Source: an optimization exercise on an open RTL-to-GDS flow (aim: small area, a short achievable clock period and few clock cycles). Production flows keep margins and buffers that such runs may drop. The RTL was checked by simulation tests, not by an equivalence proof against the original design. No activity file was given, so power comes from the tool's default toggle rates.

==> flow/design.v (excerpt) <==
module fib (
        ap_clk,
        ap_rst,
        ap_start,
        ap_done,
        ap_idle,
        ap_ready,
        n,
        ap_return
);
Size: about 1400 cells after synthesis, about 170 flip-flops, roughly 100 I/O pins, roughly 9500 µm² of cells after synthesis.
export LEC_CHECK = 0
export ABC_AREA = 1
export CAP_MARGIN = 20
export CELL_PAD_IN_SITES_DETAIL_PLACEMENT = 1
export CELL_PAD_IN_SITES_GLOBAL_PLACEMENT = 2
export CORE_MARGIN = 2
export CORE_UTILIZATION = 30
export PLACE_DENSITY = 0.35
export SETUP_SLACK_MARGIN = 1.8
export SLEW_MARGIN = 20
create_clock -name core_clock -period 4.5 [get_ports {ap_clk}]
standard.sh (not shown) runs the stock make flow with config.mk's settings and CLKGATE_MAP_FILE= SYNTH_SCRIPT=/design/flow/synth_recipe.tcl, a recipe that flattens the netlist after the stock synthesis.
==> flow/flow/run.sh <==
#!/bin/bash
# The standard layout, with plain buffers (rather than delay cells) on the ports, and sizing free
# to change a cell's footprint so those buffers and the logic can be resized for timing.
set -euo pipefail
bash standard.sh \
  "BUFFER_PORTS_ARGS=-buffer_cell sky130_fd_sc_hd__buf_2" \
  MATCH_CELL_FOOTPRINT=0 \
  finish > standard_flow.log 2>&1
Testbench counts at the start, summed over its fixed seeds: cycles 1,024.
Rerun with:
==> flow/run.sh (new file) <==
#!/bin/bash
# synth_recipe.tcl (not shown) runs the flow's synth.tcl, then flattens the netlist and writes it again
# the make line also repeats each setting of config.mk as NAME=value (left out here)
make -C /OpenROAD-flow-scripts/flow DESIGN_CONFIG=/design/flow/config.mk WORK_HOME=/design/flow/orfs CLKGATE_MAP_FILE= SYNTH_SCRIPT=/design/flow/synth_recipe.tcl finish
ABC_AREA = default   (was 1)
CELL_PAD_IN_SITES_DETAIL_PLACEMENT = default   (was 1)
CELL_PAD_IN_SITES_GLOBAL_PLACEMENT = default   (was 2)
SETUP_SLACK_MARGIN = 1.5   (was 1.8)
removed: flow/flow/run.sh
removed: flow/standard.sh
What happened:
- global-route usage fell by 5.4 points
- core utilization rose by 0.30 points
- die area rose by a little under a tenth
- routed wire length fell by a few percent
- total power rose slightly
- synthesized area rose by a little under a tenth
- count of clock-buffer cells in the layout fell by 1
- final cell count fell by roughly a tenth
- clock power hardly moves
- critical path depth fell by 3
- cell area rose by a little under a tenth
Rerun with:
==> flow/flow/run.sh (new file) <==
#!/bin/bash
# The standard layout, with plain buffers (rather than delay cells) on the ports, and sizing free
# to change a cell's footprint so those buffers and the logic can be resized for timing.
set -euo pipefail
bash standard.sh \
  "BUFFER_PORTS_ARGS=-buffer_cell sky130_fd_sc_hd__buf_2" \
  MATCH_CELL_FOOTPRINT=0 \
  finish > standard_flow.log 2>&1
==> flow/standard.sh (new file) <==
#!/bin/bash
# synth_recipe.tcl (not shown) runs the flow's synth.tcl, then flattens the netlist and writes it again
# the make line also repeats each setting of config.mk as NAME=value (left out here)
make -C /OpenROAD-flow-scripts/flow DESIGN_CONFIG=/design/flow/config.mk WORK_HOME=/design/flow/orfs CLKGATE_MAP_FILE= SYNTH_SCRIPT=/design/flow/synth_recipe.tcl "${@:-finish}"
ABC_AREA = 1   (was default)
CELL_PAD_IN_SITES_DETAIL_PLACEMENT = 1   (was default)
CELL_PAD_IN_SITES_GLOBAL_PLACEMENT = 2   (was default)
CTS_BUF_LIST = sky130_fd_sc_hd__clkbuf_8   (was default)
CTS_CLUSTER_SIZE = 30   (was default)
SETUP_SLACK_MARGIN = 1.8   (was 1.5)
removed: flow/run.sh
Outcome:
- The changed run ran to the end with no violations
- wire length rose by a few percent
- total power fell by roughly a tenth
- core utilization fell by 1.3 points
Rerun with:
CTS_BUF_LIST = default   (was sky130_fd_sc_hd__clkbuf_8)
CTS_CLUSTER_SIZE = default   (was 30)
SETUP_SLACK_MARGIN = 2.3   (was 1.8)
=> Total power climbs by 19%; clock-buffer cell count is unchanged; synthesized cell count does not change; global-route usage rose by 1.8 points.

========
fib again, from the RTL that the note above started with.
==> flow/design.v (excerpt) <==
module fib (
        ap_clk,
        ap_rst,
        ap_start,
        ap_done,
        ap_idle,
        ap_ready,
        n,
        ap_return
);
export LEC_CHECK = 0
export ABC_AREA = 1
export CAP_MARGIN = 20
export CELL_PAD_IN_SITES_DETAIL_PLACEMENT = 1
export CELL_PAD_IN_SITES_GLOBAL_PLACEMENT = 2
export CORE_MARGIN = 2
export CORE_UTILIZATION = 30
export GPL_TIMING_DRIVEN = 0
export PLACE_DENSITY = 0.35
export SETUP_SLACK_MARGIN = 1.8
export SLEW_MARGIN = 20
create_clock -name core_clock -period 4.5 [get_ports {ap_clk}]
==> flow/flow/run.sh <==
#!/bin/bash
# The standard layout, with plain buffers (rather than delay cells) on the ports, and sizing free
# to change a cell's footprint so those buffers and the logic can be resized for timing.
set -euo pipefail
bash standard.sh \
  "BUFFER_PORTS_ARGS=-buffer_cell sky130_fd_sc_hd__buf_2" \
  MATCH_CELL_FOOTPRINT=0 \
  finish > standard_flow.log 2>&1
Testbench counts at the start, summed over its fixed seeds: cycles 1,024.
Next try:
==> flow/run.sh (new file) <==
#!/bin/bash
# synth_recipe.tcl (not shown) runs the flow's synth.tcl, then flattens the netlist and writes it again
# the make line also repeats each setting of config.mk as NAME=value (left out here)
make -C /OpenROAD-flow-scripts/flow DESIGN_CONFIG=/design/flow/config.mk WORK_HOME=/design/flow/orfs CLKGATE_MAP_FILE= SYNTH_SCRIPT=/design/flow/synth_recipe.tcl finish
Settings changed: ABC_AREA 1 to unset, GPL_TIMING_DRIVEN 0 to unset, SETUP_SLACK_MARGIN 1.8 to 2.2.
removed: flow/flow/run.sh
removed: flow/standard.sh
Effect:
- register-to-register slack improves by 0.39 ns
- routed wire length rose by a few percent
- final area grows by a quarter to a third
- critical path depth goes down by 4
- count of clock-buffer cells in the layout does not change
- combinational power goes up by a quarter to a third
- hold slack gets better by 0.010 ns
- worst setup slack gets better by 0.30 ns
Next try:
Settings changed: ABC_AREA set to 1, CELL_PAD_IN_SITES_DETAIL_PLACEMENT 1 to unset, CELL_PAD_IN_SITES_GLOBAL_PLACEMENT 2 to unset, SETUP_SLACK_MARGIN 2.2 to unset, SYNTH_MEMORY_MAX_BITS set to 16384.
The changed run completed without violations.
Worst setup slack gets worse by 1.0 ns.
Fmax came out lower by 29%.
Non-clock buffer count drops by 81.
Area after synthesis shrinks by 7.8%.
Next try:
==> flow/flow/run.sh (new file) <==
#!/bin/bash
# The standard layout, with plain buffers (rather than delay cells) on the ports, and sizing free
# to change a cell's footprint so those buffers and the logic can be resized for timing.
set -euo pipefail
bash standard.sh \
  "BUFFER_PORTS_ARGS=-buffer_cell sky130_fd_sc_hd__buf_2" \
  MATCH_CELL_FOOTPRINT=0 \
  finish > standard_flow.log 2>&1
==> flow/standard.sh (new file) <==
#!/bin/bash
# synth_recipe.tcl (not shown) runs the flow's synth.tcl, then flattens the netlist and writes it again
# the make line also repeats each setting of config.mk as NAME=value (left out here)
make -C /OpenROAD-flow-scripts/flow DESIGN_CONFIG=/design/flow/config.mk WORK_HOME=/design/flow/orfs CLKGATE_MAP_FILE= SYNTH_SCRIPT=/design/flow/synth_recipe.tcl "${@:-finish}"
Settings changed: ABC_AREA 1 to unset, CELL_PAD_IN_SITES_DETAIL_PLACEMENT set to 1, CELL_PAD_IN_SITES_GLOBAL_PLACEMENT set to 2, SETUP_SLACK_MARGIN set to 1.8, SYNTH_MEMORY_MAX_BITS 16384 to unset.
removed: flow/run.sh
Outcome: Power is about the same. Sequential power stays flat. Critical path depth drops by 5. Hold slack loses 0.0058 ns. Via count climbs by 2.3%. Worst setup slack gains 0.71 ns. Area after synthesis climbs by about 8%. Wire length climbs by 2.8%.

========
run A:
fib, a different RTL version from the one above (not shown whole).
For scale: ~1500 cells after synthesis, ~170 flip-flops, ~100 I/O pins.
clock: 4.5 ns
lec_check: 0
abc_area: 1
cap_margin: 5
cell_pad_in_sites_detail_placement: 1
cell_pad_in_sites_global_placement: 2
core_margin: 2
core_utilization: 30
cts_buf_list: sky130_fd_sc_hd__clkbuf_8
cts_cluster_size: 20
place_density: 0.35
setup_slack_margin: 2.1
slew_margin: 5
==> flow/flow/run.sh <==
#!/bin/bash
# The standard layout, with plain buffers (rather than delay cells) on the ports, sizing free to
# change a cell's footprint, and no half/full-adder extraction in synthesis (the only adder is a
# 6-bit counter; extraction mostly turns XOR pairs of the table logic into half-adder cells).
set -euo pipefail
bash standard.sh \
  ADDER_MAP_FILE= \
  "BUFFER_PORTS_ARGS=-buffer_cell sky130_fd_sc_hd__buf_2" \
  MATCH_CELL_FOOTPRINT=0 \
  finish > standard_flow.log 2>&1
Run A: all stages complete, timing, DRC and antenna checks passed
Testbench counts of run A, summed over its fixed seeds: cycles 1,024.
Setup changes, run A to run B
- changing SLEW_MARGIN from 5 to 20
- removing CTS_BUF_LIST (formerly sky130_fd_sc_hd__clkbuf_8)
- changing CAP_MARGIN from 5 to 20
- changing CORE_UTILIZATION from 30 to 40
- changing PLACE_DENSITY from 0.35 to 0.45
- changing SETUP_SLACK_MARGIN from 2.1 to 2.3
- removing CTS_CLUSTER_SIZE (formerly 20)
==> flow/flow/run.sh <==
#!/bin/bash
# The standard layout, with plain buffers (rather than delay cells) on the ports, and sizing free
# to change a cell's footprint so those buffers and the logic can be resized for timing.
set -euo pipefail
bash standard.sh \
  "BUFFER_PORTS_ARGS=-buffer_cell sky130_fd_sc_hd__buf_2" \
  MATCH_CELL_FOOTPRINT=0 \
  finish > standard_flow.log 2>&1
## What came out
- Out of run B and run A, the only run to close with the timing, design-rule and antenna checks passing was run A.
- Run A → run B: area fraction in compound gates after synthesis saw little to no change, synthesized cell count went up by 0.96%, vertical die dimension decreased by 12% relative to the old numbers.
Input changes introduced in run C (baseline for comparison: run B):
- CTS_CLUSTER_SIZE: unset -> 20
- CORE_UTILIZATION: 40 -> 30
- CTS_BUF_LIST: unset -> sky130_fd_sc_hd__clkbuf_8
- PLACE_DENSITY: 0.45 -> 0.42
==> flow/flow/run.sh <==
#!/bin/bash
# The standard layout, with plain buffers (rather than delay cells) on the ports, sizing free to
# change a cell's footprint, and no half/full-adder extraction in synthesis (the only adder is a
# 6-bit counter; extraction mostly turns XOR pairs of the table logic into half-adder cells).
set -euo pipefail
bash standard.sh \
  ADDER_MAP_FILE= \
  "BUFFER_PORTS_ARGS=-buffer_cell sky130_fd_sc_hd__buf_2" \
  MATCH_CELL_FOOTPRINT=0 \
  finish > standard_flow.log 2>&1
==> comparison <==
- Run B -> run C: fraction of registers with async set or reset after synthesis delta 0, exact match
- Re half-perimeter wire length after detailed placement: run C is 8500 um up on run B.
- Diff run C and run B: initial core utilization higher in run B
- Between run C and run B, pre-CTS setup slack is higher for run B, run C comes in under that.
- Looking at the reports, run C completed the entire flow and the layout it produced met the timing, design-rule and antenna checks.
- Run B: it failed during global routing (5_1_grt), and the tool reported GRT-0232.
- Diff run B -> run C | floorplan row count | up by more than 10%
- | simple-gate portion of the synthesized area | run C vs run B | 2.2 points higher |
- Against run B, combined area of all synthesized cells in run C came out better.
diff inputs: run C => run D
- SETUP_SLACK_MARGIN: 2.3 -> 1.95
- PLACE_DENSITY: 0.42 -> 0.35
Notes after the runs:
Run D completed every stage of the flow, and the final layout passed the timing, design-rule and antenna checks.
Compared with run C, in run D wire length barely changed, detailed placer's ending HPWL +2.8%, design area went down 1400 sq um.
Run C → run D: post-route minimum period increased 0.42 ns, count of buffers not belonging to the clock network in the layout decreased about 13%.

what the ideal ports hide:
The results above use ideal ports. As a check the final layouts listed here were re-extracted and re-timed, cells and wires unchanged.
Step 1 (the two cells are an assumption about what drives the block):
set clk [get_ports {ap_clk}]
set_driving_cell -lib_cell sky130_fd_sc_hd__clkbuf_16 $clk
set_driving_cell -lib_cell sky130_fd_sc_hd__buf_2 [delete_from_list [all_inputs] $clk]
Step 2 times the ports against the registers' clock, not the clock port: input delays grow and output delays shrink by t, the midpoint of the rising clock arrivals with the driver on.
a / b / c = ideal ports / drivers / drivers and shift; a / b = the first two.
run	t (ns)	setup slack, ns	slew at the worst register clock pin (ns)
the first run of note 1	0.514	1.723 / 1.727 / 1.213	0.09 / 0.09
the second run of note 1	0.522	1.356 / 1.379 / 0.857	0.10 / 0.10
the third run of note 1	0.573	1.674 / 1.705 / 1.132	0.12 / 0.12
the fourth run of note 1	0.518	2.190 / 2.083 / 1.565	0.09 / 0.09
the first run of note 2	0.522	1.699 / 1.728 / 1.206	0.09 / 0.09
the second run of note 2	0.546	1.998 / 1.986 / 1.439	0.10 / 0.10
the third run of note 2	0.508	0.996 / 1.021 / 0.513	0.09 / 0.09
the fourth run of note 2	0.528	1.703 / 1.714 / 1.187	0.09 / 0.09
run A	0.567	1.983 / 1.994 / 1.427	0.12 / 0.12
run C	0.567	2.152 / 2.140 / 1.573	0.12 / 0.12
run D	0.574	1.735 / 1.755 / 1.181	0.13 / 0.13
After both steps setup and hold are still met in every run listed. The setup slack of the fourth run of note 1, which loses most, moves by -0.107 ns with the drivers and by -0.625 ns with both steps.
